From an optimization exercise on the open Yosys and OpenROAD flow, aimed at small area, a short achievable clock period and few clock cycles per item; shortcuts taken in it are not production practice.
RTL that was checked went through simulation tests only; none was proved equivalent to the original.
Function not checked in runs 1 to 5: the RTL went through the layout flow alone.

==> flow/run.sh <==
#!/bin/bash
# synth_recipe.tcl (not shown) runs the flow's synth.tcl, then flattens the netlist and writes it again
# the make line also repeats each setting of config.mk as NAME=value (left out here)
make -C /OpenROAD-flow-scripts/flow DESIGN_CONFIG=/design/flow/config.mk WORK_HOME=/design/flow/orfs CLKGATE_MAP_FILE= SYNTH_SCRIPT=/design/flow/synth_recipe.tcl finish
==> flow/design.v <==
`timescale 1ns / 1ps
module SHA256(
  input clk,
  input [2:0] P,
  input [255:0] passwd_hash,
  input [71:0] start,
  output [71:0] hash,
  output done
);
localparam [31:0] IV0 = 32'h6a09e667, IV1 = 32'hbb67ae85, IV2 = 32'h3c6ef372, IV3 = 32'ha54ff53a,
                  IV4 = 32'h510e527f, IV5 = 32'h9b05688c, IV6 = 32'h1f83d9ab, IV7 = 32'h5be0cd19;
localparam [1:0] S_LOAD = 2'd0, S_RUN = 2'd1, S_DONE = 2'd2;
localparam [2047:0] KT = {
  32'hc67178f2, 32'hbef9a3f7, 32'ha4506ceb, 32'h90befffa,
  32'h8cc70208, 32'h84c87814, 32'h78a5636f, 32'h748f82ee,
  32'h682e6ff3, 32'h5b9cca4f, 32'h4ed8aa4a, 32'h391c0cb3,
  32'h34b0bcb5, 32'h2748774c, 32'h1e376c08, 32'h19a4c116,
  32'h106aa070, 32'hf40e3585, 32'hd6990624, 32'hd192e819,
  32'hc76c51a3, 32'hc24b8b70, 32'ha81a664b, 32'ha2bfe8a1,
  32'h92722c85, 32'h81c2c92e, 32'h766a0abb, 32'h650a7354,
  32'h53380d13, 32'h4d2c6dfc, 32'h2e1b2138, 32'h27b70a85,
  32'h14292967, 32'h06ca6351, 32'hd5a79147, 32'hc6e00bf3,
  32'hbf597fc7, 32'hb00327c8, 32'ha831c66d, 32'h983e5152,
  32'h76f988da, 32'h5cb0a9dc, 32'h4a7484aa, 32'h2de92c6f,
  32'h240ca1cc, 32'h0fc19dc6, 32'hefbe4786, 32'he49b69c1,
  32'hc19bf174, 32'h9bdc06a7, 32'h80deb1fe, 32'h72be5d74,
  32'h550c7dc3, 32'h243185be, 32'h12835b01, 32'hd807aa98,
  32'hab1c5ed5, 32'h923f82a4, 32'h59f111f1, 32'h3956c25b,
  32'he9b5dba5, 32'hb5c0fbcf, 32'h71374491, 32'h9e6afcb1};
function eqsum(input [31:0] x, input [31:0] y, input [31:0] p);
  reg [31:0] cy;
  begin
    cy = (x & y) | ((x | y) & ~p);
    eqsum = ((x ^ y ^ p) == {cy[30:0], 1'b0});
  end
endfunction
function [35:0] incdig(input [35:0] x);
  integer k;
  reg cyin;
  begin
    cyin = 1'b1;
    for (k = 0; k < 9; k = k + 1) begin
      if (cyin) begin
        if (x[4*k +: 4] == 4'd9) incdig[4*k +: 4] = 4'd0;
        else begin incdig[4*k +: 4] = x[4*k +: 4] + 4'd1; cyin = 1'b0; end
      end else incdig[4*k +: 4] = x[4*k +: 4];
    end
  end
endfunction
reg [35:0] dig;            
reg [31:0] a, b, c, d, e, f, g, hk;
reg [511:0] w;             
reg [6:0] n;               
reg [5:0] rc;              
reg [1:0] st;
reg first;
reg done_r;
assign done = done_r;
assign hash = {4'h3, dig[35:32], 4'h3, dig[31:28], 4'h3, dig[27:24], 4'h3, dig[23:20],
               4'h3, dig[19:16], 4'h3, dig[15:12], 4'h3, dig[11:8], 4'h3, dig[7:4],
               4'h3, dig[3:0]};
wire init = (P == 3'd0);
wire step = (P == 3'd2) && (rc == 6'd0);
wire rot  = !init && !step;
wire ld   = (st == S_LOAD);
wire [35:0] nxt = first ? dig : incdig(dig);
wire [31:0] w0n = {4'h3, nxt[35:32], 4'h3, nxt[31:28], 4'h3, nxt[27:24], 4'h3, nxt[23:20]};
wire [31:0] w1n = {4'h3, nxt[19:16], 4'h3, nxt[15:12], 4'h3, nxt[11:8], 4'h3, nxt[7:4]};
wire [31:0] w2  = {4'h3, dig[3:0], 24'h800000};
wire [31:0] wm15 = w[31:0], wm14 = w[63:32], wm6 = w[319:288], wm1 = w[479:448];
wire [31:0] sg0 = {wm14[6:0], wm14[31:7]} ^ {wm14[17:0], wm14[31:18]} ^ (wm14 >> 3);
wire [31:0] sg1 = {wm1[16:0], wm1[31:17]} ^ {wm1[18:0], wm1[31:19]} ^ (wm1 >> 10);
wire [31:0] sch = sg1 + wm6 + sg0 + wm15;
reg [31:0] msg;
always @(*) begin
  case (n)
    7'd1: msg = w2;
    7'd14: msg = 32'h00000048;
    default: msg = 32'd0;
  endcase
end
wire [31:0] went = ld ? w1n : (n < 7'd15 ? msg : sch);
wire [31:0] gm = ld ? 32'd0 : g;
wire [31:0] wn = ld ? w0n : w[511:480];
wire [31:0] hk_sum = gm + KT[{n[5:0], 5'd0} +: 32] + wn;
wire [31:0] S1 = {e[5:0], e[31:6]} ^ {e[10:0], e[31:11]} ^ {e[24:0], e[31:25]};
wire [31:0] S0 = {a[1:0], a[31:2]} ^ {a[12:0], a[31:13]} ^ {a[21:0], a[31:22]};
wire [31:0] ch = (e & f) ^ (~e & g);
wire [31:0] mj = (a & b) ^ (a & c) ^ (b & c);
wire [31:0] t1s = hk ^ S1 ^ ch;
wire [31:0] t1c = {(hk[30:0] & S1[30:0]) | (hk[30:0] & ch[30:0]) | (S1[30:0] & ch[30:0]), 1'b0};
wire [31:0] es = t1s ^ t1c ^ d;
wire [31:0] ec = {(t1s[30:0] & t1c[30:0]) | (t1s[30:0] & d[30:0]) | (t1c[30:0] & d[30:0]), 1'b0};
wire [31:0] e_new = es + ec;
wire [31:0] x2s = t1s ^ t1c ^ S0;
wire [31:0] x2c = {(t1s[30:0] & t1c[30:0]) | (t1s[30:0] & S0[30:0]) | (t1c[30:0] & S0[30:0]), 1'b0};
wire [31:0] x3s = x2s ^ x2c ^ mj;
wire [31:0] x3c = {(x2s[30:0] & x2c[30:0]) | (x2s[30:0] & mj[30:0]) | (x2c[30:0] & mj[30:0]), 1'b0};
wire [31:0] a_new = x3s + x3c;
reg [31:0] pa, pe, ia, ie;
always @(*) begin
  case (n[1:0])
    2'd2: begin pa = passwd_hash[159:128]; ia = IV3; pe = passwd_hash[31:0];   ie = IV7; end
    2'd3: begin pa = passwd_hash[191:160]; ia = IV2; pe = passwd_hash[63:32];  ie = IV6; end
    2'd0: begin pa = passwd_hash[223:192]; ia = IV1; pe = passwd_hash[95:64];  ie = IV5; end
    default: begin pa = passwd_hash[255:224]; ia = IV0; pe = passwd_hash[127:96]; ie = IV4; end
  endcase
end
wire hit = eqsum(a, ia, pa) && eqsum(e, ie, pe);
always @(posedge clk) begin
  a <= ld ? IV0 : (rot ? d : a_new);
  b <= ld ? IV1 : a;
  c <= ld ? IV2 : b;
  d <= ld ? IV3 : c;
  e <= ld ? IV4 : (rot ? g : e_new);
  f <= ld ? IV5 : e;
  g <= ld ? IV6 : f;
  if (!rot) hk <= hk_sum;
  w[511:480] <= rot ? w[31:0] : went;
  w[479:448] <= ld ? w0n : w[511:480];
  w[447:0] <= w[479:32];
  if (init) rc <= 6'd0;
  else if (rot) rc <= (rc == 6'd47) ? 6'd0 : rc + 6'd1;
  if (init) begin
    dig <= {start[67:64], start[59:56], start[51:48], start[43:40], start[35:32],
            start[27:24], start[19:16], start[11:8], start[3:0]};
    first <= 1'b1;
    n <= 7'd0;
    st <= S_LOAD;
    done_r <= 1'b0;
  end else if (step) begin
    case (st)
      S_LOAD: begin
        dig <= nxt;
        first <= 1'b0;
        n <= 7'd1;
        st <= S_RUN;
      end
      S_RUN: begin
        if (n >= 7'd62 && !hit) begin
          st <= S_LOAD;
          n <= 7'd0;
        end else begin
          n <= n + 7'd1;
          if (n == 7'd65) begin
            st <= S_DONE;
            done_r <= 1'b1;
          end
        end
      end
      default: ;
    endcase
  end
end
endmodule
==> flow/constraint.sdc <==
create_clock -name core_clock -period 15.0 [get_ports {clk}]
set_input_delay 3.0000 -clock core_clock [delete_from_list [all_inputs] [get_ports {clk}]]
set_output_delay 3.0000 -clock core_clock [all_outputs]
set_load 0.01 [all_outputs]
==> flow/config.mk <==
export PLATFORM = sky130hd
export DESIGN_NAME = SHA256
export DESIGN_NICKNAME = SHA256
export VERILOG_FILES = /design/flow/design.v
export SDC_FILE = /design/flow/constraint.sdc
export NUM_CORES = 4
export LEC_CHECK = 0
export CAP_MARGIN = 20
export CORE_MARGIN = 2
export CORE_UTILIZATION = 40
export SLEW_MARGIN = 20
export SYNTH_MEMORY_MAX_BITS = 8192
==> results.toml, run 1 <==
[run_status]
status = "finished clean"

[logic_synthesis]
synth_area_leaders = "dfxtp_1 36%, fa_1 13%, xnor2_1 6.6%"
synthDominantCellAreaShare = 0.3560
yosysTopAreaCell = "dfxtp_1"
syn_area_mm2 = 0.04234
synth-edff-count = 68
post-synth-top-count-cell = "dfxtp_1"
yosysWarnings = 1
async_flop_share = 0
netlist_top_cells_count = "753 x dfxtp_1, 369 x inv_1, 321 x xnor2_1"
syn_inst = 4301
synth_compound_area_frac = 0.1405
synth-xor-area-share = 0.08936
synth-seq-cells = 821
avgSynthCellArea_um2 = 9.845
ys.flop_type = "dfxtp_1"
ys_seq_area_frac = 0.4042
synth_mux_area_frac = 0.01182
synth-simple-area-share = 0.1132
yosys.cell_types.count = 92
synth_adder_area_share = 0.1812
synth_top_family_by_area = "adder cells"

[timing]
max_clock_freq_mhz = 143.5
final-setup-viol-count = 0
timing.final.crit_period_ns = 6.969
tightest_slew_ns = 1.075
slew_headroom = 0.2834
grt_setup_unrepaired = "no"
slew_viol_final = 0
fin_crit_sh = 0.4646
fin_tns_setup_ns = 0
hold_viol_final = 0
fin_worst_skew_ns = 0.05647
hold_slack_ns = 0.3080

[clock_network]
cts_root_buf = "clkbuf_16"
clk_pin_slew_ns = 0.07
clock_sinks = 821
clock_latency_ns = 0.67
htreeDepth = 3
cts_tree = "done"
numCtsBuffers = 85
cts_buffer_depth = 3
cts.repair.resized = 0
postCtsSetupBuffers = 0
hold_buffers = 0

[critical_path]
slowest_delay_ns = 0.96
r2r-end = "hk[29]$_DFFE_PN_"
end_kind = "flip-flop"
cp-start-kind = "flip-flop"
crit_buf_inv = 3
critical_path_arrival_ns = 7.36
crit_required_ns = 15.39
cpMaxStageDelayCell = "ha_2"
rrSetupSlack_ns = 8.03
worstPathCellList = "buf_4 -> inv_1 -> ha_2 -> nor2_1 -> nor3_1 -> a211oi_1 -> nor4_2 -> fa_1 -> inv_1 -> ha_1 -> fa_1 -> a21o_1 -> a21oi_2 -> o21ai_0 -> a31o_2 -> o2111a_1 -> nor4_2 -> o31ai_1 -> a21oi_1 -> xnor2_1"
worstRegToRegCells = 20
cp.depth = 20
critPathKind = "reg -> reg"
path_delay_family = "adder cells"
r2r_start = "n[0]$_SDFFE_PP0P_"
cp_max_fo = 27

[detailed_routing]
drc = 0
drt_iter0_drc = 2999
final_antenna_net_count = 0
viasPerCell = 5.371
drt_wl_total_um = 145800
detail_route.wl_per_cell_um = 24.32
vias = 32191
dr.pass1.iters = 6

[min_path]
hold_path_end = "w[341]$_DFF_P_"
hp-class = "reg -> reg"
min_path_cells = 0
hp-start = "w[373]$_DFF_P_"

[grt]
grt_overflow = 0
antenna_found_initial = 7
grtUsageTotal = 0.2647
grt_pass1_wl_um = 210100
grt_start_max_net_pins = 204
grt_pass1_vias = 31611

[place]
gp_congestion = 0.9800
dp_hpwl_um = 114100
port_buffers = 332
place_inst = 5838

[floorplanning]
core-area_mm2 = 0.1051
io_pins = 405
start_util = 0.4028
rows = 119
die_w_um = 329.4
die_area_mm2 = 0.1085
die_h_um = 329.4

[final_layout]
nets = 5293
syn_to_final_growth_pct = 17.22
layout.cells.non_filler = 5994
drive_gt1_frac = 0.05045

[run]
cap_violations = 0
## worst reg2reg max path: cells and delay by family (launching register included)
kind                     cells  cell delay, ns
adder cells (fa/ha/maj)      4            1.96
AND/OR/NAND/NOR              4            1.83
AO/OA/AOI/OAI                8            1.66
buffers and inverters        3            0.80
flip-flops                   1            0.31
XOR/XNOR                     1            0.13
## metrics by stage
| step | utilization | instance area [µm²] | setup WS (ns) |
|---|---|---|---|
| 5_1_grt | 0.4721 | 49630 | 7.732 |
| 3_3_place_gp | 0.4451 | 46790 | 8.018 |
| 6_report | 0.4722 | 49640 | 8.031 |
| 4_1_cts | 0.4721 | 49630 | 8.150 |
| 2_1_floorplan | - | 42470 | 8.276 |
| 3_5_place_dp | 0.4452 | 46790 | 8.038 |
## flip-flops by register name, indices dropped and copies added, names as in the netlist, 32 cells and up
signal	flops
dig	36
f	32
g	32
c	32
a	32
e	32
b	32
d	32
hk	32
w	512
## worst max path at each step
stage,startpoint,to,slack [ns]
after floorplan,P[2],dig[10]$_DFFE_PP_,8.28
after CTS,n[0]$_SDFFE_PP0P_,hk[29]$_DFFE_PN_,8.15
after global routing,n[0]$_SDFFE_PP0P_,hk[29]$_DFFE_PN_,7.73
after detailed placement,passwd_hash[82],n[2]$_SDFFE_PP0P_,8.04
final,n[0]$_SDFFE_PP0P_,hk[29]$_DFFE_PN_,8.03
after global placement,passwd_hash[82],n[2]$_SDFFE_PP0P_,8.02
## layout make-up
type / count / area (µm²)
fill: 9956 / 55480
tap: 1391 / 1740
clock buffer: 113 / 2354
antenna: 4 / 10.01
timing repair buffer: 371 / 3628
sequential: 821 / 17120
multi-input combinational: 2880 / 22890
inverter: 375 / 1411
clock inverter: 39 / 478.0
## per-layer routing
| metal | share of wire | wire [µm] | up-vias | track usage |
|---|---|---|---|---|
| met1 | 0.43 | 62470 | 15722 | 0.3579 |
| met3 | 0.074 | 10840 | 209 | 0.04035 |
| met5 | 0 | 0 | - | 0 |
| met4 | 0.029 | 4209 | 0 | 0.07520 |
| met2 | 0.47 | 68250 | 1370 | 0.4393 |
| li1 | - | - | 14890 | - |
## cells in the final DEF (no fill, tap or decap), types with 31 or more instances in the layout
| cell type | synthesis | routed |
|---|---|---|
| dfxtp_1 | 753 | 750 |
| inv_1 | 369 | 369 |
| clkdlybuf4s50_1 | 0 | 332 |
| xnor2_1 | 321 | 321 |
| nand2_1 | 320 | 320 |
| a21oi_1 | 287 | 286 |
| fa_1 | 269 | 269 |
| nor2_1 | 249 | 248 |
| o21ai_0 | 203 | 202 |
| ha_1 | 158 | 155 |
| nand2b_1 | 112 | 112 |
| xor2_1 | 111 | 111 |
| clkbuf_16 | 0 | 86 |
| and2_1 | 72 | 72 |
| edfxtp_1 | 68 | 68 |
| nand3_1 | 64 | 64 |
| a222oi_1 | 64 | 64 |
| a21o_1 | 60 | 60 |
| nor3_1 | 44 | 43 |
| mux2i_1 | 41 | 41 |
| o211ai_1 | 39 | 39 |
| a211oi_1 | 39 | 39 |
| buf_4 | 37 | 38 |
| conb_1 | 2 | 36 |
| a31oi_1 | 32 | 32 |
| maj3_1 | 31 | 31 |
## cell families (layout without fill, tap and decap cells)
group | after synthesis | after routing
compound gates | 910 | 910
buf+inv | 634 | 898
fa+ha+maj | 458 | 458
simple gates | 999 | 999
flops | 821 | 821
other cells | 2 | 40
xor+xnor | 432 | 432
mux | 45 | 45
==> run 2, diff against run 1 <==
--- a/flow/design.v
+++ b/flow/design.v
@@ -52,17 +52,15 @@
 reg [511:0] w;             
 reg [6:0] n;               
 reg [5:0] rc;              
-reg [1:0] st;
-reg first;
+reg mv;                    
+reg ld, run, dn, first;
 reg done_r;
 assign done = done_r;
 assign hash = {4'h3, dig[35:32], 4'h3, dig[31:28], 4'h3, dig[27:24], 4'h3, dig[23:20],
                4'h3, dig[19:16], 4'h3, dig[15:12], 4'h3, dig[11:8], 4'h3, dig[7:4],
                4'h3, dig[3:0]};
 wire init = (P == 3'd0);
-wire step = (P == 3'd2) && (rc == 6'd0);
-wire rot  = !init && !step;
-wire ld   = (st == S_LOAD);
+wire srch = (P == 3'd2);
 wire [35:0] nxt = first ? dig : incdig(dig);
 wire [31:0] w0n = {4'h3, nxt[35:32], 4'h3, nxt[31:28], 4'h3, nxt[27:24], 4'h3, nxt[23:20]};
 wire [31:0] w1n = {4'h3, nxt[19:16], 4'h3, nxt[15:12], 4'h3, nxt[11:8], 4'h3, nxt[7:4]};
@@ -107,49 +105,55 @@
   endcase
 end
 wire hit = eqsum(a, ia, pa) && eqsum(e, ie, pe);
+wire fin = mv && run && (n == 7'd65) && hit;
 always @(posedge clk) begin
-  a <= ld ? IV0 : (rot ? d : a_new);
+  a <= ld ? IV0 : (mv ? a_new : d);
   b <= ld ? IV1 : a;
   c <= ld ? IV2 : b;
   d <= ld ? IV3 : c;
-  e <= ld ? IV4 : (rot ? g : e_new);
+  e <= ld ? IV4 : (mv ? e_new : g);
   f <= ld ? IV5 : e;
   g <= ld ? IV6 : f;
-  if (!rot) hk <= hk_sum;
-  w[511:480] <= rot ? w[31:0] : went;
+  if (mv) hk <= hk_sum;
+  w[511:480] <= mv ? went : w[31:0];
   w[479:448] <= ld ? w0n : w[511:480];
   w[447:0] <= w[479:32];
-  if (init) rc <= 6'd0;
-  else if (rot) rc <= (rc == 6'd47) ? 6'd0 : rc + 6'd1;
   if (init) begin
+    rc <= 6'd47;
+    mv <= 1'b0;
     dig <= {start[67:64], start[59:56], start[51:48], start[43:40], start[35:32],
             start[27:24], start[19:16], start[11:8], start[3:0]};
     first <= 1'b1;
     n <= 7'd0;
-    st <= S_LOAD;
+    ld <= 1'b1;
+    run <= 1'b0;
+    dn <= 1'b0;
     done_r <= 1'b0;
-  end else if (step) begin
-    case (st)
-      S_LOAD: begin
+  end else begin
+    mv <= srch && (mv || rc == 6'd47);
+    if (!mv) rc <= (rc == 6'd47) ? 6'd0 : rc + 6'd1;
+    if (srch && (dn || fin)) done_r <= 1'b1;
+    if (mv) begin
+      if (ld) begin
         dig <= nxt;
         first <= 1'b0;
         n <= 7'd1;
-        st <= S_RUN;
-      end
-      S_RUN: begin
+        ld <= 1'b0;
+        run <= 1'b1;
+      end else if (run) begin
         if (n >= 7'd62 && !hit) begin
-          st <= S_LOAD;
+          ld <= 1'b1;
+          run <= 1'b0;
           n <= 7'd0;
         end else begin
           n <= n + 7'd1;
           if (n == 7'd65) begin
-            st <= S_DONE;
-            done_r <= 1'b1;
+            run <= 1'b0;
+            dn <= 1'b1;
           end
         end
       end
-      default: ;
-    endcase
+    end
   end
 end
 endmodule
==> flow/flow/run.sh (new file) <==
#!/bin/bash
# Standard ORFS layout, with repair_timing aiming for more setup slack than the clock needs.
set -euo pipefail
bash standard.sh SETUP_SLACK_MARGIN=10 finish > standard.log 2>&1
==> flow/standard.sh (new file) <==
#!/bin/bash
# synth_recipe.tcl (not shown) runs the flow's synth.tcl, then flattens the netlist and writes it again
# the make line also repeats each setting of config.mk as NAME=value (left out here)
make -C /OpenROAD-flow-scripts/flow DESIGN_CONFIG=/design/flow/config.mk WORK_HOME=/design/flow/orfs CLKGATE_MAP_FILE= SYNTH_SCRIPT=/design/flow/synth_recipe.tcl "${@:-finish}"
removed: flow/run.sh
==> run 2 against run 1 <==
Net effect: still clean on timing, DRC and antenna; maximum frequency grew 12%; synthesized area grew 0.61%; sequential share of layout area shrank 1.2 points; setup slack gained 0.75 ns; register-to-register slack gained 1.4 ns.
==> results.toml, run 2 <==
[run_status]
status = "finished clean"

[grt]
grt_pass1_wl_um = 209200
grt_start_max_net_pins = 109
grt_pass1_vias = 31599
antenna_found_initial = 10
grt_overflow = 0
grtUsageTotal = 0.2623

[critical_path]
worstPathCellList = "clkdlybuf4s50_1 -> a222oi_1 -> a21oi_1 -> ha_1 -> xor2_1 -> nor4_1 -> nand2_1 -> nor4_4 -> a31oi_4 -> or2_4 -> or4_1 -> a21oi_1"
cpMostUsedCell = "a21oi_1"
cp-start-kind = "input pin"
critical_path_arrival_ns = 6.81
r2r-end = "n[6]$_SDFFE_PP0P_"
slowest_delay_ns = 0.76
rrSetupSlack_ns = 9.43
worstRegToRegCells = 16
cpMaxStageDelayCell = "a222oi_1"
cp_max_fo = 4
crit_required_ns = 15.60
critPathKind = "in -> reg"
r2r_start = "n[1]$_SDFFE_PP0P_"
end_kind = "flip-flop"

[floorplanning]
core-area_mm2 = 0.1054
die_area_mm2 = 0.1091
die_h_um = 330.4
rows = 119
io_pins = 405
die_w_um = 330.4
start_util = 0.4041

[logic_synthesis]
ys_seq_area_frac = 0.4027
async_flop_share = 0
netlist_top_cells_count = "755 x dfxtp_1, 376 x inv_1, 303 x nand2_1"
ys.flop_type = "dfxtp_1"
synthDominantCellAreaShare = 0.3548
avgSynthCellArea_um2 = 9.859
post-synth-top-count-cell = "dfxtp_1"
yosysTopAreaCell = "dfxtp_1"
yosys.cell_types.count = 101
synth_area_leaders = "dfxtp_1 35%, fa_1 13%, xnor2_1 5.9%"
synth-edff-count = 68
syn_inst = 4321
syn_area_mm2 = 0.04260
synth-seq-cells = 823
yosysWarnings = 1

[timing]
fin_crit_sh = 0.4144
tightest_slew_ns = 1.100
slew_headroom = 0.2669
worst_slack_ns = 8.784
slew_viol_final = 0
timing.final.crit_period_ns = 6.216
hold_slack_ns = 0.3141
hold_viol_final = 0
final-setup-viol-count = 0
fin_worst_skew_ns = 0.04170
max_clock_freq_mhz = 160.9
fin_tns_setup_ns = 0
grt_setup_unrepaired = "yes"

[clock_network]
clock_sinks = 823
numCtsBuffers = 85
cts_root_buf = "clkbuf_16"
htreeDepth = 3
clk_pin_slew_ns = 0.07
cts_tree = "done"
cts_buffer_depth = 3
hold_buffers = 0
clock_latency_ns = 0.67

[run]
cap_violations = 0

[min_path]
hp-class = "reg -> reg"
min_path_cells = 0
hp-start = "w[91]$_DFF_P_"
hold_path_end = "w[59]$_DFF_P_"

[final_layout]
reg_top3 = "w (512), dig (36)"
syn_to_final_growth_pct = 21.39
multi_input_area_mm2 = 0.02403
nets = 5384
mostFrequentLayoutCell = "dfxtp_1"
largest_reg_flops = 512
final_cell_mix = "728 x dfxtp_1, 355 x inv_1, 318 x clkdlybuf4s50_1"
drive_gt1_frac = 0.1257
n_fill_cell = 9801
utilization = 0.4906
seqCellArea_mm2 = 0.01722
largest-register = "w"

[detailed_routing]
final_antenna_net_count = 0
drt_wl_total_um = 145900
detail_route.wl_per_cell_um = 23.95
drc = 0
dr.pass1.iters = 20
viasPerCell = 5.408
drt_iter0_drc = 3060
vias = 32930

[place]
gp_congestion = 1.002
dp_hpwl_um = 110600
port_buffers = 332
post-place-ws_ns = 7.433
## run 2: cell count changes after synthesis, moves of 11 or more
cell | before | now
or2_2 | 4 | 92
nor2_1 | 249 | 267
mux2i_1 | 41 | 68
a21o_1 | 60 | 47
or3_1 | 12 | 23
nand2b_1 | 112 | 36
clkbuf_1 | 192 | 174
xnor2_1 | 321 | 287
and2_1 | 72 | 10
nand3_1 | 64 | 44
nor2b_1 | 24 | 92
nand2_1 | 320 | 303
xor2_1 | 111 | 123
buf_1 | 30 | 44
## run 2: cell type report
cell class              instances  area share
repair buffers                450     0.08582
clock inverters                34    0.005178
flip-flops and latches        823      0.3330
multi-input cells            2886      0.4647
well taps                    1391     0.03366
diodes                          3   0.0001452
inverters                     384     0.02879
clock buffers                 118     0.04868
## run 2: per-layer routing
| layer | up-vias | global-route usage | share of wire |
|---|---|---|---|
| met5 | - | 0 | 0.000082 |
| met3 | 197 | 0.04989 | 0.085 |
| met2 | 1436 | 0.4064 | 0.44 |
| met4 | 2 | 0.07564 | 0.025 |
| met1 | 16139 | 0.3723 | 0.45 |
| li1 | 15156 | - | - |
## run 2: worst max-delay path by stage
| stage | from | endpoint | slack, ns |
|---|---|---|---|
| finish | passwd_hash[46] | n[6]$_SDFFE_PP0P_ | 8.78 |
| CTS | passwd_hash[41] | n[6]$_SDFFE_PP0P_ | 8.82 |
| floorplan | passwd_hash[172] | n[6]$_SDFFE_PP0P_ | 9.07 |
| global route | passwd_hash[54] | n[6]$_SDFFE_PP0P_ | 8.70 |
| global placement | passwd_hash[41] | n[6]$_SDFFE_PP0P_ | 7.42 |
| detailed placement | passwd_hash[47] | n[6]$_SDFFE_PP0P_ | 7.43 |
## run 2: cell families (layout without fill, tap and decap cells)
group	count (synthesis)	in the layout	share of synthesized area
and+or+nand+nor	993	993	0.1128
buffers and inverters	646	986	0.06059
other	2	39	0.0001763
muxes	78	78	0.01994
DFF	823	823	0.4027
xor gates and xnor gates	411	411	0.08467
AOI/OAI and AO/OA	915	915	0.1403
adders and majority gates	453	453	0.1788
## run 2: critical path: cells and delay by family
| kind | cells | cell delay (ns) |
|---|---|---|
| xor+xnor | 1 | 0.14 |
| compound gates | 4 | 1.32 |
| fa+ha+maj | 1 | 0.35 |
| buf+inv | 1 | 0.41 |
| simple gates | 5 | 1.57 |
## run 2: repair_timing
action,4_1_cts,5_1_grt
gates resized for setup,193,118
endpoints found under the hold margin,0,0
endpoints found under the setup margin,60,47
gates cloned,2,0
pin swaps,57,87
setup buffers,43,23
## run 2: metrics by stage
stage	std cells	instance area, µm²
finish	6089	51710
global placement	5866	47150
global route	6088	51710
floorplan	4355	42820
detailed placement	5866	47150
CTS	6063	51120
==> run 3, diff against run 2 <==
==> flow/flow/run.sh (replaced) <==
#!/bin/bash
# Standard ORFS layout, with repair_timing aiming for more setup slack than the clock needs.
set -euo pipefail
bash standard.sh SETUP_SLACK_MARGIN=11 finish > standard.log 2>&1
==> run 3 against run 2 <==
Net effect: still clean on timing, DRC and antenna; register-to-register slack better by 0.13 ns; first-iteration DRC count is 11% higher; worst hold slack better by 0.0069 ns; setup slack better by 0.17 ns; sequential share of layout area is 1.8 points lower; clock skew is 0.0039 ns higher; critical path depth stayed put; synthesized area stayed put; cell count is 2.6% higher; synthesized cell count stayed put; critical endpoint unchanged; highest routed layer unchanged.
==> results.toml, run 3 <==
[place]
gp_congestion = 0.9643
port_buffers = 332
dp_hpwl_um = 111400
post-place-ws_ns = 7.451

[floorplanning]
rows = 119
core-area_mm2 = 0.1054
die_w_um = 330.4
die_h_um = 330.4
start_util = 0.4041
io_pins = 405
die_area_mm2 = 0.1091

[critical_path]
worstPathCellList = "buf_2 -> a222oi_1 -> a21oi_2 -> fa_2 -> xnor2_2 -> nor4_4 -> nand4_1 -> nor4_4 -> a31oi_4 -> or2_4 -> or4_1 -> a21oi_1"
cpMaxStageDelayCell = "a222oi_1"
cp-start-kind = "input pin"
r2r_start = "n[0]$_SDFFE_PP0P_"
crit_required_ns = 15.57
worstRegToRegCells = 21
critical_path_arrival_ns = 6.62
end_kind = "flip-flop"
cp.depth = 12
slowest_delay_ns = 0.76
critPathKind = "in -> reg"
rrSetupSlack_ns = 9.56
cp_max_fo = 3
cpMostUsedCell = "nor4_4"
r2r-end = "hk[28]$_DFFE_PP_"
path_delay_family = "simple AND/OR/NAND/NOR gates"
crit_buf_inv = 1

[detailed_routing]
viasPerCell = 5.411
final_antenna_net_count = 0
dr.pass1.iters = 29
vias = 33796
drc = 0
detail_route.wl_per_cell_um = 24.12
drt_iter0_drc = 3407
drt_wl_total_um = 150700

[run_status]
status = "finished clean"

[grt]
grt_pass1_wl_um = 214600
grt_overflow = 0
grtUsageTotal = 0.2695
grt_pass1_vias = 32618
antenna_found_initial = 8
grt_start_max_net_pins = 86

[final_layout]
largest-register = "w"
largest_reg_flops = 512
drive_gt1_frac = 0.2206
nets = 5539
reg_top3 = "w (512), dig (36)"
final_cell_mix = "700 x dfxtp_1, 340 x inv_1, 298 x nand2_1"
syn_to_final_growth_pct = 29.06
mostFrequentLayoutCell = "dfxtp_1"

[logic_synthesis]
synth-edff-count = 68
netlist_top_cells_count = "755 x dfxtp_1, 376 x inv_1, 303 x nand2_1"
synth_area_leaders = "dfxtp_1 35%, fa_1 13%, xnor2_1 5.9%"
async_flop_share = 0
yosysTopAreaCell = "dfxtp_1"
yosys.cell_types.count = 101
yosysWarnings = 1
synth-seq-cells = 823
post-synth-top-count-cell = "dfxtp_1"
avgSynthCellArea_um2 = 9.859
syn_area_mm2 = 0.04260
synthDominantCellAreaShare = 0.3548
syn_inst = 4321
ys.flop_type = "dfxtp_1"
ys_seq_area_frac = 0.4027

[min_path]
min_path_cells = 0
hold_path_end = "w[59]$_DFF_P_"
hp-start = "w[91]$_DFF_P_"
hp-class = "reg -> reg"

[timing]
timing.final.crit_period_ns = 6.041
final-setup-viol-count = 0
fin_tns_setup_ns = 0
grt_setup_unrepaired = "yes"
fin_worst_skew_ns = 0.04565
tightest_slew_ns = 1.125
hold_viol_final = 0
slew_headroom = 0.2440
fin_crit_sh = 0.4028
max_clock_freq_mhz = 165.5
slew_viol_final = 0
worst_slack_ns = 8.959
hold_slack_ns = 0.3211

[clock_network]
cts_root_buf = "clkbuf_16"
clk_pin_slew_ns = 0.07
clock_sinks = 823
cts_buffer_depth = 3
cts_tree = "done"
clock_latency_ns = 0.66
htreeDepth = 3
numCtsBuffers = 80

[run]
cap_violations = 0
==> run 3: cell count changes in the layout (fill, tap and decap cells not counted), sizes merged <==
cell | before | now
buf | 120 | 308
clkdlybuf4s50 | 318 | 236
dlymetal6s2s | 9 | 41
diode | 3 | 9
clkdlybuf4s15 | 0 | 5
dlygate4sd2 | 0 | 5
bufbuf | 2 | 4
nand2 | 304 | 306
bufinv | 1 | 2
clkinv | 21 | 20
clkinvlp | 11 | 10
==> run 3: timing repair <==
action	4_1_cts	5_1_grt
endpoints found under the hold margin	0	0
setup endpoints to repair	222	168
hold buffers	0	0
pin swaps	213	229
cloned	6	0
resized for setup	617	321
setup buffers	167	61
==> run 3: cell families after synthesis <==
family          share of synthesized area
simple gates                       0.1128
compound gates                     0.1403
flops                              0.4027
buf+inv                           0.06059
fa+ha+maj                          0.1788
xor+xnor                          0.08467
mux                               0.01994
other cells                     0.0001763
==> run 3: final cells by class <==
cell class | count | area [µm²]
Tap cell | 1391 | 1740
Fill cell | 9431 | 50440
Sequential cell | 823 | 17310
Clock inverter | 33 | 342.8
Timing Repair Buffer | 608 | 5988
Multi-Input combinational cell | 2888 | 25740
Inverter | 384 | 1513
Clock buffer | 110 | 2328
Antenna cell | 9 | 22.52
==> run 3: routing by layer <==
layer,global-route usage,up-vias,share of wire
met5,0,-,0.000080
met4,0.08450,2,0.031
met3,0.06138,266,0.090
met2,0.4220,1517,0.45
met1,0.3699,16526,0.43
li1,-,15485,-
==> run 3: worst register-to-register path: cells and delay by family, from the launching register on <==
kind | cells | cell delay [ns]
AOI/OAI and AO/OA | 10 | 2.43
adders and majority gates | 3 | 1.13
DFF | 1 | 0.33
and+or+nand+nor | 3 | 0.51
buffers and inverters | 5 | 0.79
==> run 3: how the worst max path moves through the flow <==
stage,startpoint,end,slack [ns]
2_1_floorplan,passwd_hash[172],n[6]$_SDFFE_PP0P_,9.07
3_3_place_gp,passwd_hash[38],n[6]$_SDFFE_PP0P_,7.46
3_5_place_dp,passwd_hash[38],n[6]$_SDFFE_PP0P_,7.45
4_1_cts,passwd_hash[41],n[6]$_SDFFE_PP0P_,8.89
5_1_grt,passwd_hash[41],n[6]$_SDFFE_PP0P_,8.93
6_report,passwd_hash[54],n[6]$_SDFFE_PP0P_,8.96
==> run 3: stage by stage <==
stage                     cell area, µm²  cells    util
final                              54980   6246  0.5216
after global routing               54960   6239  0.5214
after CTS                          53320   6176  0.5058
after detailed placement           47480   5860  0.4504
after global placement             47480   5860  0.4504
after floorplan                    43400   4355       -
==> run 4, diff against run 3 <==
--- a/flow/design.v
+++ b/flow/design.v
@@ -53,7 +53,10 @@
 reg [6:0] n;               
 reg [5:0] rc;              
 reg mv;                    
-reg ld, run, dn, first;
+reg [5:0] cr;              
+reg ld;                    
+reg run, dn, first, vok;
+reg [7:0] hp;              
 reg done_r;
 assign done = done_r;
 assign hash = {4'h3, dig[35:32], 4'h3, dig[31:28], 4'h3, dig[27:24], 4'h3, dig[23:20],
@@ -61,6 +64,8 @@
                4'h3, dig[3:0]};
 wire init = (P == 3'd0);
 wire srch = (P == 3'd2);
+wire hit = &hp;            
+wire lq = ld || (run && n == 7'd63 && !hit);
 wire [35:0] nxt = first ? dig : incdig(dig);
 wire [31:0] w0n = {4'h3, nxt[35:32], 4'h3, nxt[31:28], 4'h3, nxt[27:24], 4'h3, nxt[23:20]};
 wire [31:0] w1n = {4'h3, nxt[19:16], 4'h3, nxt[15:12], 4'h3, nxt[11:8], 4'h3, nxt[7:4]};
@@ -77,10 +82,11 @@
     default: msg = 32'd0;
   endcase
 end
-wire [31:0] went = ld ? w1n : (n < 7'd15 ? msg : sch);
-wire [31:0] gm = ld ? 32'd0 : g;
-wire [31:0] wn = ld ? w0n : w[511:480];
-wire [31:0] hk_sum = gm + KT[{n[5:0], 5'd0} +: 32] + wn;
+wire [31:0] went = lq ? w1n : (n < 7'd15 ? msg : sch);
+wire [31:0] gm = lq ? 32'd0 : g;
+wire [31:0] wn = lq ? w0n : w[511:480];
+wire [5:0] ki = lq ? 6'd0 : n[5:0];
+wire [31:0] hk_sum = gm + KT[{ki, 5'd0} +: 32] + wn;
 wire [31:0] S1 = {e[5:0], e[31:6]} ^ {e[10:0], e[31:11]} ^ {e[24:0], e[31:25]};
 wire [31:0] S0 = {a[1:0], a[31:2]} ^ {a[12:0], a[31:13]} ^ {a[21:0], a[31:22]};
 wire [31:0] ch = (e & f) ^ (~e & g);
@@ -104,23 +110,27 @@
     default: begin pa = passwd_hash[255:224]; ia = IV0; pe = passwd_hash[127:96]; ie = IV4; end
   endcase
 end
-wire hit = eqsum(a, ia, pa) && eqsum(e, ie, pe);
-wire fin = mv && run && (n == 7'd65) && hit;
+wire [31:0] cya = (a & ia) | ((a | ia) & ~pa);
+wire [31:0] ma = ~(a ^ ia ^ pa ^ {cya[30:0], 1'b0});
+wire [31:0] cye = (e & ie) | ((e | ie) & ~pe);
+wire [31:0] me = ~(e ^ ie ^ pe ^ {cye[30:0], 1'b0});
 always @(posedge clk) begin
-  a <= ld ? IV0 : (mv ? a_new : d);
-  b <= ld ? IV1 : a;
-  c <= ld ? IV2 : b;
-  d <= ld ? IV3 : c;
-  e <= ld ? IV4 : (mv ? e_new : g);
-  f <= ld ? IV5 : e;
-  g <= ld ? IV6 : f;
+  a <= lq ? IV0 : (mv ? a_new : d);
+  b <= lq ? IV1 : a;
+  c <= lq ? IV2 : b;
+  d <= lq ? IV3 : c;
+  e <= lq ? IV4 : (mv ? e_new : g);
+  f <= lq ? IV5 : e;
+  g <= lq ? IV6 : f;
   if (mv) hk <= hk_sum;
   w[511:480] <= mv ? went : w[31:0];
-  w[479:448] <= ld ? w0n : w[511:480];
+  w[479:448] <= lq ? w0n : w[511:480];
   w[447:0] <= w[479:32];
+  if (mv) hp <= {&ma[31:24], &ma[23:16], &ma[15:8], &ma[7:0], &me[31:24], &me[23:16], &me[15:8], &me[7:0]};
   if (init) begin
     rc <= 6'd47;
     mv <= 1'b0;
+    cr <= 6'd0;
     dig <= {start[67:64], start[59:56], start[51:48], start[43:40], start[35:32],
             start[27:24], start[19:16], start[11:8], start[3:0]};
     first <= 1'b1;
@@ -130,26 +140,27 @@
     dn <= 1'b0;
     done_r <= 1'b0;
   end else begin
-    mv <= srch && (mv || rc == 6'd47);
+    cr <= cr + {5'd0, srch} - {5'd0, mv};
+    mv <= (mv || rc == 6'd47) && (srch || cr > {5'd0, mv});
     if (!mv) rc <= (rc == 6'd47) ? 6'd0 : rc + 6'd1;
-    if (srch && (dn || fin)) done_r <= 1'b1;
+    if (srch && (dn || (mv && run && n == 7'd66 && vok && hit))) done_r <= 1'b1;
     if (mv) begin
-      if (ld) begin
+      if (lq) begin
         dig <= nxt;
         first <= 1'b0;
         n <= 7'd1;
         ld <= 1'b0;
         run <= 1'b1;
       end else if (run) begin
-        if (n >= 7'd62 && !hit) begin
-          ld <= 1'b1;
+        n <= n + 7'd1;
+        if (n == 7'd64) vok <= hit;
+        else vok <= vok && hit;
+        if (n == 7'd66) begin
           run <= 1'b0;
-          n <= 7'd0;
-        end else begin
-          n <= n + 7'd1;
-          if (n == 7'd65) begin
-            run <= 1'b0;
-            dn <= 1'b1;
+          if (vok && hit) dn <= 1'b1;
+          else begin
+            ld <= 1'b1;
+            n <= 7'd0;
           end
         end
       end
==> flow/run.sh (new file) <==
#!/bin/bash
# synth_recipe.tcl (not shown) runs the flow's synth.tcl, then flattens the netlist and writes it again
# the make line also repeats each setting of config.mk as NAME=value (left out here)
make -C /OpenROAD-flow-scripts/flow DESIGN_CONFIG=/design/flow/config.mk WORK_HOME=/design/flow/orfs CLKGATE_MAP_FILE= SYNTH_SCRIPT=/design/flow/synth_recipe.tcl finish
removed: flow/flow/run.sh
removed: flow/standard.sh
==> run 4 against run 3 <==
Net effect: still clean on timing, DRC and antenna; wire length grew 3.7%; setup slack lost 2.4 ns; cell area shrank 7.1%; sequential cell count grew 15; synthesized area grew 2.2%; sequential share of layout area grew 2.9 points; cell count shrank 1.2%; critical path type is now reg -> reg; critical endpoint is now hk[29]$_DFFE_PP_; highest routed layer unchanged.
==> results.toml, run 4 <==
[final_layout]
layout.cells.non_filler = 6172
syn_to_final_growth_pct = 17.32
mostFrequentLayoutCell = "dfxtp_1"
largest-register = "w"
drive_gt1_frac = 0.05289
utilization = 0.4714
final_cell_mix = "757 x dfxtp_1, 362 x inv_1, 332 x clkdlybuf4s50_1"
nets = 5448
reg_top3 = "w (512), dig (36)"
largest_reg_flops = 512

[logic_synthesis]
netlist_top_cells_count = "761 x dfxtp_1, 365 x inv_1, 309 x xnor2_1"
ys_seq_area_frac = 0.4029
synth_top_family_by_area = "adder cells"
post-synth-top-count-cell = "dfxtp_1"
ys.flop_type = "dfxtp_1"
syn_inst = 4452
synth_area_leaders = "dfxtp_1 35%, fa_1 12%, xnor2_1 6.2%"
syn_area_mm2 = 0.04355
synth-edff-count = 77
avgSynthCellArea_um2 = 9.782
yosys.cell_types.count = 88
synth-xor-area-share = 0.08949
synth_adder_area_share = 0.1793
synth_compound_area_frac = 0.1422
async_flop_share = 0
synth-simple-area-share = 0.1124
synth_mux_area_frac = 0.01310
synthDominantCellAreaShare = 0.3498
yosysTopAreaCell = "dfxtp_1"
synth-seq-cells = 838
yosysWarnings = 1

[min_path]
hp-class = "reg -> reg"
min_path_cells = 0

[grt]
grt_pass1_vias = 32889
grtUsageTotal = 0.2756
antenna_found_initial = 14
grt_use_met3 = 0.04934
met2_usage = 0.4001
grt_overflow = 0
grt_start_max_net_pins = 82
grt_use_met1 = 0.4164
busiest_layer = "met1"
grt_pass1_wl_um = 226200

[clock_network]
hold_buffers = 0
clock_latency_ns = 0.67
clk_pin_slew_ns = 0.06
cts_root_buf = "clkbuf_16"
numCtsBuffers = 86
postCtsSetupBuffers = 0
cts_tree = "done"
cts_buffer_depth = 3
htreeDepth = 3
clock_sinks = 838
cts.repair.resized = 0

[place]
post-place-ws_ns = 6.866
gp_congestion = 0.9767
port_buffers = 332
dp_hpwl_um = 119400
place_inst = 6005

[critical_path]
cpMaxStageDelayCell = "fa_1"
crit_buf_inv = 5
cp.depth = 26
cp-start-kind = "flip-flop"
critPathKind = "reg -> reg"
cpMostUsedCell = "buf_4"
path_delay_family = "compound AO/OA/AOI/OAI gates"
cp_max_fo = 46
end_kind = "flip-flop"
slowest_delay_ns = 0.64
worstRegToRegCells = 26
critical_path_arrival_ns = 8.83
crit_required_ns = 15.41

[floorplanning]
io_pins = 405
die_w_um = 334.0
start_util = 0.4018
rows = 121
core-area_mm2 = 0.1084
die_h_um = 334.0
die_area_mm2 = 0.1115

[timing]
grt_setup_unrepaired = "no"
fin_worst_skew_ns = 0.02225
tightest_slew_ns = 1.137
worst_slack_ns = 6.582
fin_crit_sh = 0.5612
max_clock_freq_mhz = 118.8
fin_tns_setup_ns = 0
final-setup-viol-count = 0
slew_viol_final = 0
hold_viol_final = 0
timing.final.crit_period_ns = 8.418
slew_headroom = 0.2337

[detailed_routing]
drc = 0
viasPerCell = 5.619
dr.pass1.iters = 7
vias = 34682
drt_iter0_drc = 3899
drt_wl_total_um = 156200
detail_route.wl_per_cell_um = 25.31
final_antenna_net_count = 0

[run]
cap_violations = 0

[run_status]
status = "finished clean"
[run 4: final timing paths]
check | endpoint | slack (ns) | startpoint
setup / recovery | hk[29]$_DFFE_PP_ | 6.58 | hp[0]$_DFFE_PP_
hold / removal | w[372]$_DFF_P_ | 0.32 | w[404]$_DFF_P_
hold reg to reg | w[372]$_DFF_P_ | 0.32 | w[404]$_DFF_P_
setup reg to reg | hk[29]$_DFFE_PP_ | 6.58 | hp[0]$_DFFE_PP_
[run 4: routing by layer]
metal,vias up,part of all wire
li1,15612,-
met1,17222,0.46
met2,1628,0.42
met3,214,0.096
met4,6,0.026
met5,-,0.00031
[run 4: through the flow]
step | area (µm²) | hold WS [ns]
after global routing | 51070 | 0.3212
after floorplan | 43680 | 0.3096
after global placement | 48110 | 0.3096
after CTS | 51070 | 0.3144
after detailed placement | 48110 | 0.3121
final | 51100 | 0.3189
[run 4: final cells by class]
class | instances | area [µm²]
sequential | 838 | 17550
timing repair buffer | 399 | 3826
multi-input combinational | 2983 | 23570
clock buffer | 120 | 2547
antenna | 12 | 30.03
tap | 1414 | 1769
inverter | 371 | 1396
fill | 10215 | 57300
clock inverter | 35 | 402.9
[run 4: logic make-up after synthesis]
logic type,count (synthesis)
DFF,838
other,2
xor gates and xnor gates,445
muxes,57
adders and majority gates,469
and+or+nand+nor,1023
AOI/OAI and AO/OA,953
buffers and inverters,665
==> run 5, diff against run 4 <==
==> flow/flow/run.sh (new file) <==
#!/bin/bash
# Standard ORFS layout, with repair_timing aiming for more setup slack than the clock needs.
set -euo pipefail
bash standard.sh SETUP_SLACK_MARGIN=10 finish > standard.log 2>&1
==> flow/standard.sh (new file) <==
#!/bin/bash
# synth_recipe.tcl (not shown) runs the flow's synth.tcl, then flattens the netlist and writes it again
# the make line also repeats each setting of config.mk as NAME=value (left out here)
make -C /OpenROAD-flow-scripts/flow DESIGN_CONFIG=/design/flow/config.mk WORK_HOME=/design/flow/orfs CLKGATE_MAP_FILE= SYNTH_SCRIPT=/design/flow/synth_recipe.tcl "${@:-finish}"
removed: flow/run.sh
==> run 5 against run 4 <==
Net effect: critical path type unchanged; clock-buffer cell count shrank 10; core utilization grew 1.8 points; cell area grew 3.9%; global-route usage is essentially flat; worst hold slack lost 0.0094 ns; sequential share of layout area shrank 1.2 points.
==> results.toml, run 5 <==
[logic_synthesis]
synthDominantCellAreaShare = 0.3498
synth_area_leaders = "dfxtp_1 35%, fa_1 12%, xnor2_1 6.2%"
ys.flop_type = "dfxtp_1"
synth-edff-count = 77
async_flop_share = 0
syn_inst = 4452
post-synth-top-count-cell = "dfxtp_1"
ys_seq_area_frac = 0.4029
synth-seq-cells = 838
yosys.cell_types.count = 88
netlist_top_cells_count = "761 x dfxtp_1, 365 x inv_1, 309 x xnor2_1"
yosysTopAreaCell = "dfxtp_1"
avgSynthCellArea_um2 = 9.782
yosysWarnings = 1
syn_area_mm2 = 0.04355

[grt]
grtUsageTotal = 0.2756
grt_overflow = 0
grt_start_max_net_pins = 84
grt_pass1_wl_um = 226900
antenna_found_initial = 14
grt_pass1_vias = 33489

[min_path]
hp-class = "reg -> reg"
min_path_cells = 0

[clock_network]
numCtsBuffers = 87
cts_buffer_depth = 3
clock_sinks = 838
cts_root_buf = "clkbuf_16"
clock_latency_ns = 0.68
clk_pin_slew_ns = 0.06
cts_tree = "done"
htreeDepth = 3

[final_layout]
fin_area_mm2 = 0.05307
final_cell_mix = "738 x dfxtp_1, 350 x inv_1, 332 x clkdlybuf4s50_1"
syn_to_final_growth_pct = 21.87
drive_gt1_frac = 0.1049
reg_top3 = "w (512), dig (36)"
largest-register = "w"
largest_reg_flops = 512
mostFrequentLayoutCell = "dfxtp_1"
nets = 5529

[timing]
fin_crit_sh = 0.4060
timing.final.crit_period_ns = 6.090
hold_slack_ns = 0.3095
final-setup-viol-count = 0
fin_worst_skew_ns = 0.04090
worst_slack_ns = 8.910
fin_tns_setup_ns = 0
slew_headroom = 0.2698
tightest_slew_ns = 1.091
max_clock_freq_mhz = 164.2
slew_viol_final = 0
hold_viol_final = 0
grt_setup_unrepaired = "yes"

[critical_path]
cpMaxStageDelayCell = "fa_1"
worstRegToRegCells = 27
cp-start-kind = "flip-flop"
end_kind = "flip-flop"
critPathKind = "reg -> reg"
cp_max_fo = 6
cpMostUsedCell = "ha_4"
critical_path_arrival_ns = 6.49
crit_required_ns = 15.40
slowest_delay_ns = 0.60

[floorplanning]
start_util = 0.4018
die_h_um = 334.0
core-area_mm2 = 0.1084
io_pins = 405
die_area_mm2 = 0.1115
die_w_um = 334.0
rows = 121

[detailed_routing]
drt_iter0_drc = 4154
viasPerCell = 5.602
drc = 0
dr.pass1.iters = 9
final_antenna_net_count = 0
drt_wl_total_um = 156900
detail_route.wl_per_cell_um = 25.10
vias = 35026

[run]
cap_violations = 0

[place]
post_dp_cell_area_mm2 = 0.04823
dp_hpwl_um = 116100
gp_congestion = 0.9791
port_buffers = 332
post-place-ws_ns = 7.223

[run_status]
status = "finished clean"
## run 5: timing repair
| action | in CTS | in global routing |
|---|---|---|
| pin swaps | 42 | 42 |
| gates cloned | 2 | 0 |
| resized for setup | 149 | 83 |
| endpoints found under the setup margin | 49 | 36 |
| setup buffers | 62 | 22 |
| hold buffers | 0 | 0 |
## run 5: worst paths after layout
check | slack [ns] | endpoint | start
hold reg to reg | 0.31 | w[98]$_DFF_P_ | w[130]$_DFF_P_
setup reg to reg | 8.91 | hk[27]$_DFFE_PP_ | n[1]$_SDFFE_PP0P_
hold / removal | 0.31 | w[98]$_DFF_P_ | w[130]$_DFF_P_
setup / recovery | 8.91 | hk[27]$_DFFE_PP_ | n[1]$_SDFFE_PP0P_
## run 5: cells by family (layout without fill, tap and decap cells)
kind of cell,Yosys count,count (layout),share of synthesized area
compound gates,953,953,0.1422
fa+ha+maj,469,469,0.1793
flops,838,838,0.4029
mux,57,57,0.01310
other cells,2,43,0.0001724
xor+xnor,445,445,0.08949
buf+inv,665,1010,0.06045
simple gates,1023,1023,0.1124
## run 5: through the flow
stage	utilization	instances
floorplan	-	4486
global placement	0.4450	5999
detailed placement	0.4450	5999
CTS	0.4850	6223
global route	0.4896	6250
finish	0.4896	6252
## run 5: critical path, delay by kind of cell (launching register included)
family          cells  cell delay, ns
flops               1            0.35
fa+ha+maj           5            1.61
xor+xnor            1            0.05
buf+inv             4            0.46
simple gates        7            1.20
compound gates     10            2.14
## run 5: layout make-up
type / count / area [µm²]
antenna: 7 / 17.52
inverter: 371 / 1420
tap: 1414 / 1769
multi-input combinational: 2983 / 24450
timing repair buffer: 479 / 4717
clock buffer: 110 / 2501
clock inverter: 50 / 598.1
sequential: 838 / 17600
fill: 10003 / 55320
## run 5: metal layers
| metal | track usage | part of all wire |
|---|---|---|
| met1 | 0.4001 | 0.44 |
| met3 | 0.06309 | 0.099 |
| met5 | 0 | 0.00017 |
| met2 | 0.4030 | 0.42 |
| met4 | 0.08913 | 0.032 |
==> run 6, diff against run 5 <==
--- a/flow/design.v
+++ b/flow/design.v
@@ -26,7 +26,7 @@
   32'hc19bf174, 32'h9bdc06a7, 32'h80deb1fe, 32'h72be5d74,
   32'h550c7dc3, 32'h243185be, 32'h12835b01, 32'hd807aa98,
   32'hab1c5ed5, 32'h923f82a4, 32'h59f111f1, 32'h3956c25b,
-  32'he9b5dba5, 32'hb5c0fbcf, 32'h71374491, 32'h9e6afcb1};
+  32'he9b5dba5, 32'hb5c0fbcf, 32'h71374491, 32'h428a2f98};
 function eqsum(input [31:0] x, input [31:0] y, input [31:0] p);
   reg [31:0] cy;
   begin
@@ -83,10 +83,8 @@
   endcase
 end
 wire [31:0] went = lq ? w1n : (n < 7'd15 ? msg : sch);
-wire [31:0] gm = lq ? 32'd0 : g;
-wire [31:0] wn = lq ? w0n : w[511:480];
-wire [5:0] ki = lq ? 6'd0 : n[5:0];
-wire [31:0] hk_sum = gm + KT[{ki, 5'd0} +: 32] + wn;
+wire [31:0] hk_sum = g + KT[{n[5:0], 5'd0} +: 32] + w[511:480];
+wire [31:0] hk_ld = {4'h0, nxt[35:32], 4'h0, nxt[31:28], 4'h0, nxt[27:24], 4'h0, nxt[23:20]} + 32'hce9b2ce1;
 wire [31:0] S1 = {e[5:0], e[31:6]} ^ {e[10:0], e[31:11]} ^ {e[24:0], e[31:25]};
 wire [31:0] S0 = {a[1:0], a[31:2]} ^ {a[12:0], a[31:13]} ^ {a[21:0], a[31:22]};
 wire [31:0] ch = (e & f) ^ (~e & g);
@@ -122,7 +120,7 @@
   e <= lq ? IV4 : (mv ? e_new : g);
   f <= lq ? IV5 : e;
   g <= lq ? IV6 : f;
-  if (mv) hk <= hk_sum;
+  if (mv) hk <= lq ? hk_ld : hk_sum;
   w[511:480] <= mv ? went : w[31:0];
   w[479:448] <= lq ? w0n : w[511:480];
   w[447:0] <= w[479:32];
==> flow/flow/run.sh (replaced) <==
#!/bin/bash
# Standard ORFS layout, with repair_timing aiming for more setup slack than the clock needs.
set -euo pipefail
bash standard.sh SETUP_SLACK_MARGIN=10.5 finish > standard.log 2>&1
--- a/flow/config.mk
+++ b/flow/config.mk
@@ -7,6 +7,6 @@
 export LEC_CHECK = 0
 export CAP_MARGIN = 20
 export CORE_MARGIN = 2
-export CORE_UTILIZATION = 40
+export CORE_UTILIZATION = 55
 export SLEW_MARGIN = 20
 export SYNTH_MEMORY_MAX_BITS = 8192
==> run 6 against run 5 <==
Net effect: synthesized area is 0.80% lower; cell count is 5.6% lower; synthesized cell count is 1.2% lower; worst hold slack worse by 0.0063 ns; critical path type unchanged; via count is 0.64% lower; sequential cell count stayed put; wire length is 2.3% lower; first-iteration DRC count is 9.5% lower.
==> results.toml, run 6 <==
[timing]
grt_setup_unrepaired = "yes"
fin_worst_skew_ns = 0.03499
max_clock_freq_mhz = 195.4
fin_crit_sh = 0.3413
final-setup-viol-count = 0
hold_slack_ns = 0.3032
slew_viol_final = 0
slew_headroom = 0.1954
fin_tns_setup_ns = 0
hold_viol_final = 0
timing.final.crit_period_ns = 5.119
tightest_slew_ns = 1.177

[place]
dp_hpwl_um = 112100
gp_congestion = 1.033
port_buffers = 332
post_dp_cell_area_mm2 = 0.04750

[final_layout]
reg_top3 = "w (512), dig (36)"
syn_to_final_growth_pct = 25.13
fin_area_mm2 = 0.05406
drive_gt1_frac = 0.1533
mostFrequentLayoutCell = "dfxtp_1"
largest_reg_flops = 512
final_cell_mix = "706 x dfxtp_1, 309 x xnor2_1, 308 x inv_1"
nets = 5544
largest-register = "w"

[grt]
grt_overflow = 0
grt_start_max_net_pins = 81
grt_pass1_vias = 32951
grt_pass1_wl_um = 217900
antenna_found_initial = 8
grtUsageTotal = 0.3668

[detailed_routing]
final_antenna_net_count = 0
dr.pass1.iters = 8
drt_wl_total_um = 153200
drt_iter0_drc = 3758
viasPerCell = 5.895
vias = 34803
drc = 0
detail_route.wl_per_cell_um = 25.96

[floorplanning]
core-area_mm2 = 0.07759
die_w_um = 284.3
die_h_um = 284.3
io_pins = 405
start_util = 0.5568
rows = 102
die_area_mm2 = 0.08081

[logic_synthesis]
synth_area_leaders = "dfxtp_1 35%, fa_1 11%, xnor2_1 7.1%"
syn_area_mm2 = 0.04320
synthDominantCellAreaShare = 0.3526
post-synth-top-count-cell = "dfxtp_1"
yosys.cell_types.count = 85
ys.flop_type = "dfxtp_1"
ys_seq_area_frac = 0.4062
syn_inst = 4400
avgSynthCellArea_um2 = 9.819
synth-edff-count = 77
yosysWarnings = 1
yosysTopAreaCell = "dfxtp_1"
async_flop_share = 0
synth-seq-cells = 838
netlist_top_cells_count = "761 x dfxtp_1, 351 x xnor2_1, 326 x inv_1"

[run]
cap_violations = 0

[min_path]
hp-class = "reg -> reg"

[critical_path]
end_kind = "flip-flop"
worstPathCellList = "buf_6 -> ha_4 -> clkinvlp_4 -> buf_12 -> buf_4 -> ha_4 -> o22ai_1 -> a221oi_2 -> o21ai_2 -> fa_1 -> ha_4 -> a21oi_2 -> nor2b_2 -> o311ai_4 -> a32oi_2 -> a32o_2 -> o21ai_4 -> a21oi_4 -> a31oi_2 -> xor2_1 -> nand2_1"
cp-start-kind = "flip-flop"
crit_buf_inv = 4
critPathKind = "reg -> reg"
critical_path_arrival_ns = 5.48
path_delay_family = "compound AO/OA/AOI/OAI gates"
cp_max_fo = 4
cpMaxStageDelayCell = "fa_1"
crit_required_ns = 15.36
cpMostUsedCell = "ha_4"
slowest_delay_ns = 0.55

[clock_network]
cts_root_buf = "clkbuf_16"
cts_buffer_depth = 3
htreeDepth = 3
numCtsBuffers = 84
clock_latency_ns = 0.66
clock_sinks = 838
clk_pin_slew_ns = 0.07
cts_tree = "done"

[run_status]
status = "finished clean"
[run 6: cell count changes after synthesis, sizes merged, moves of 41 or more]
cell    previous run  this run
and3              86        19
nand2b            22        96
xnor2            309       351
or3               91        10
and2              14        74
clkbuf           230       189
[run 6: path summary, 6_finish.rpt]
| kind | startpoint | endpoint | slack [ns] | depth (start not counted) |
|---|---|---|---|---|
| max reg2reg | n[1]$_SDFFE_PP0P_ | hk[23]$_SDFFCE_PN1P_ | 9.88 | 21 |
| min reg2reg | w[364]$_DFF_P_ | w[332]$_DFF_P_ | 0.30 | 0 |
| min | w[364]$_DFF_P_ | w[332]$_DFF_P_ | 0.30 | 0 |
| max | n[1]$_SDFFE_PP0P_ | hk[23]$_SDFFCE_PN1P_ | 9.88 | 21 |
[run 6: area by class of cell]
cell class                      count  area (µm²)
Multi-Input combinational cell   3003       25570
Fill cell                        6130       23540
Sequential cell                   838       17680
Timing Repair Buffer              535        5294
Clock buffer                      120        2420
Inverter                          331        1340
Tap cell                         1040        1301
Clock inverter                     32       442.9
Antenna cell                        4       10.01
Timing Repair inverter              1       8.758
[run 6: cells by family after synthesis]
family | Yosys count | share of synthesized area
other | 2 | 0.0001738
adder cells (fa/ha/maj) | 466 | 0.1742
multiplexers | 62 | 0.01442
AND/OR/NAND/NOR | 993 | 0.1086
flip-flops | 838 | 0.4062
buffers and inverters | 594 | 0.05488
XOR/XNOR | 492 | 0.09975
AO/OA/AOI/OAI | 953 | 0.1418
[run 6: per-stage QoR]
stage	worst slack (ns)	instances	util
3_3_place_gp	8.827	5582	0.6122
4_1_cts	10.05	5863	0.6788
3_5_place_dp	8.834	5582	0.6122
2_1_floorplan	10.41	4434	-
5_1_grt	9.841	5902	0.6966
6_report	9.881	5904	0.6967
[run 6: timing repair]
action                                  4_1_cts  5_1_grt
endpoints found under the setup margin      168       74
setup buffers                               123       37
hold buffers                                  0        0
pin swaps                                   134      203
gates resized for setup                     378      268
gates cloned                                  6        0
[run 6: per-layer routing]
metal	GRT usage	vias up	wire (µm)
met5	0	-	38
met4	0.1251	6	5634
met3	0.1075	278	18990
met2	0.5337	1897	64280
met1	0.5203	16975	64300
li1	-	15647	-
Testbench counts of run 6, summed over its fixed seeds: cycles 203,823, items 3,217.

port drivers added, routing unchanged:
Ports are ideal in the flow. The routed layouts listed here were re-timed in OpenROAD.
Step 1 sets driving cells, clkbuf_16 on the clock port and buf_2 on the other inputs (assumed; they add their load-dependent delay and slew).
Step 2 times the ports against the registers' clock, not the clock port: input delays grow and output delays shrink by t, the midpoint of the rising clock arrivals with the driver on.
Three values: no drivers, after step 1, after step 2; two values: the first two.
run | shift t [ns] | slack for setup (ns) | clock arrival spread, ns | cell pins on the clock port's net
run 1 | 0.704 | 8.031 / 8.031 / 8.031 | 0.057 / 0.056 | 1
run 2 | 0.716 | 8.784 / 8.760 / 8.044 | 0.043 / 0.044 | 1
run 3 | 0.697 | 8.959 / 8.989 / 8.292 | 0.046 / 0.046 | 1
run 4 | 0.739 | 6.582 / 6.582 / 6.582 | 0.022 / 0.022 | 1
run 5 | 0.740 | 8.910 / 8.910 / 8.910 | 0.043 / 0.042 | 1
run 6 | 0.716 | 9.881 / 9.881 / 9.699 | 0.035 / 0.035 | 1
After both steps every run listed still meets setup and hold. For run 2, which loses most, drivers alone change the setup slack by -0.024 ns; drivers and shift together by -0.740 ns.
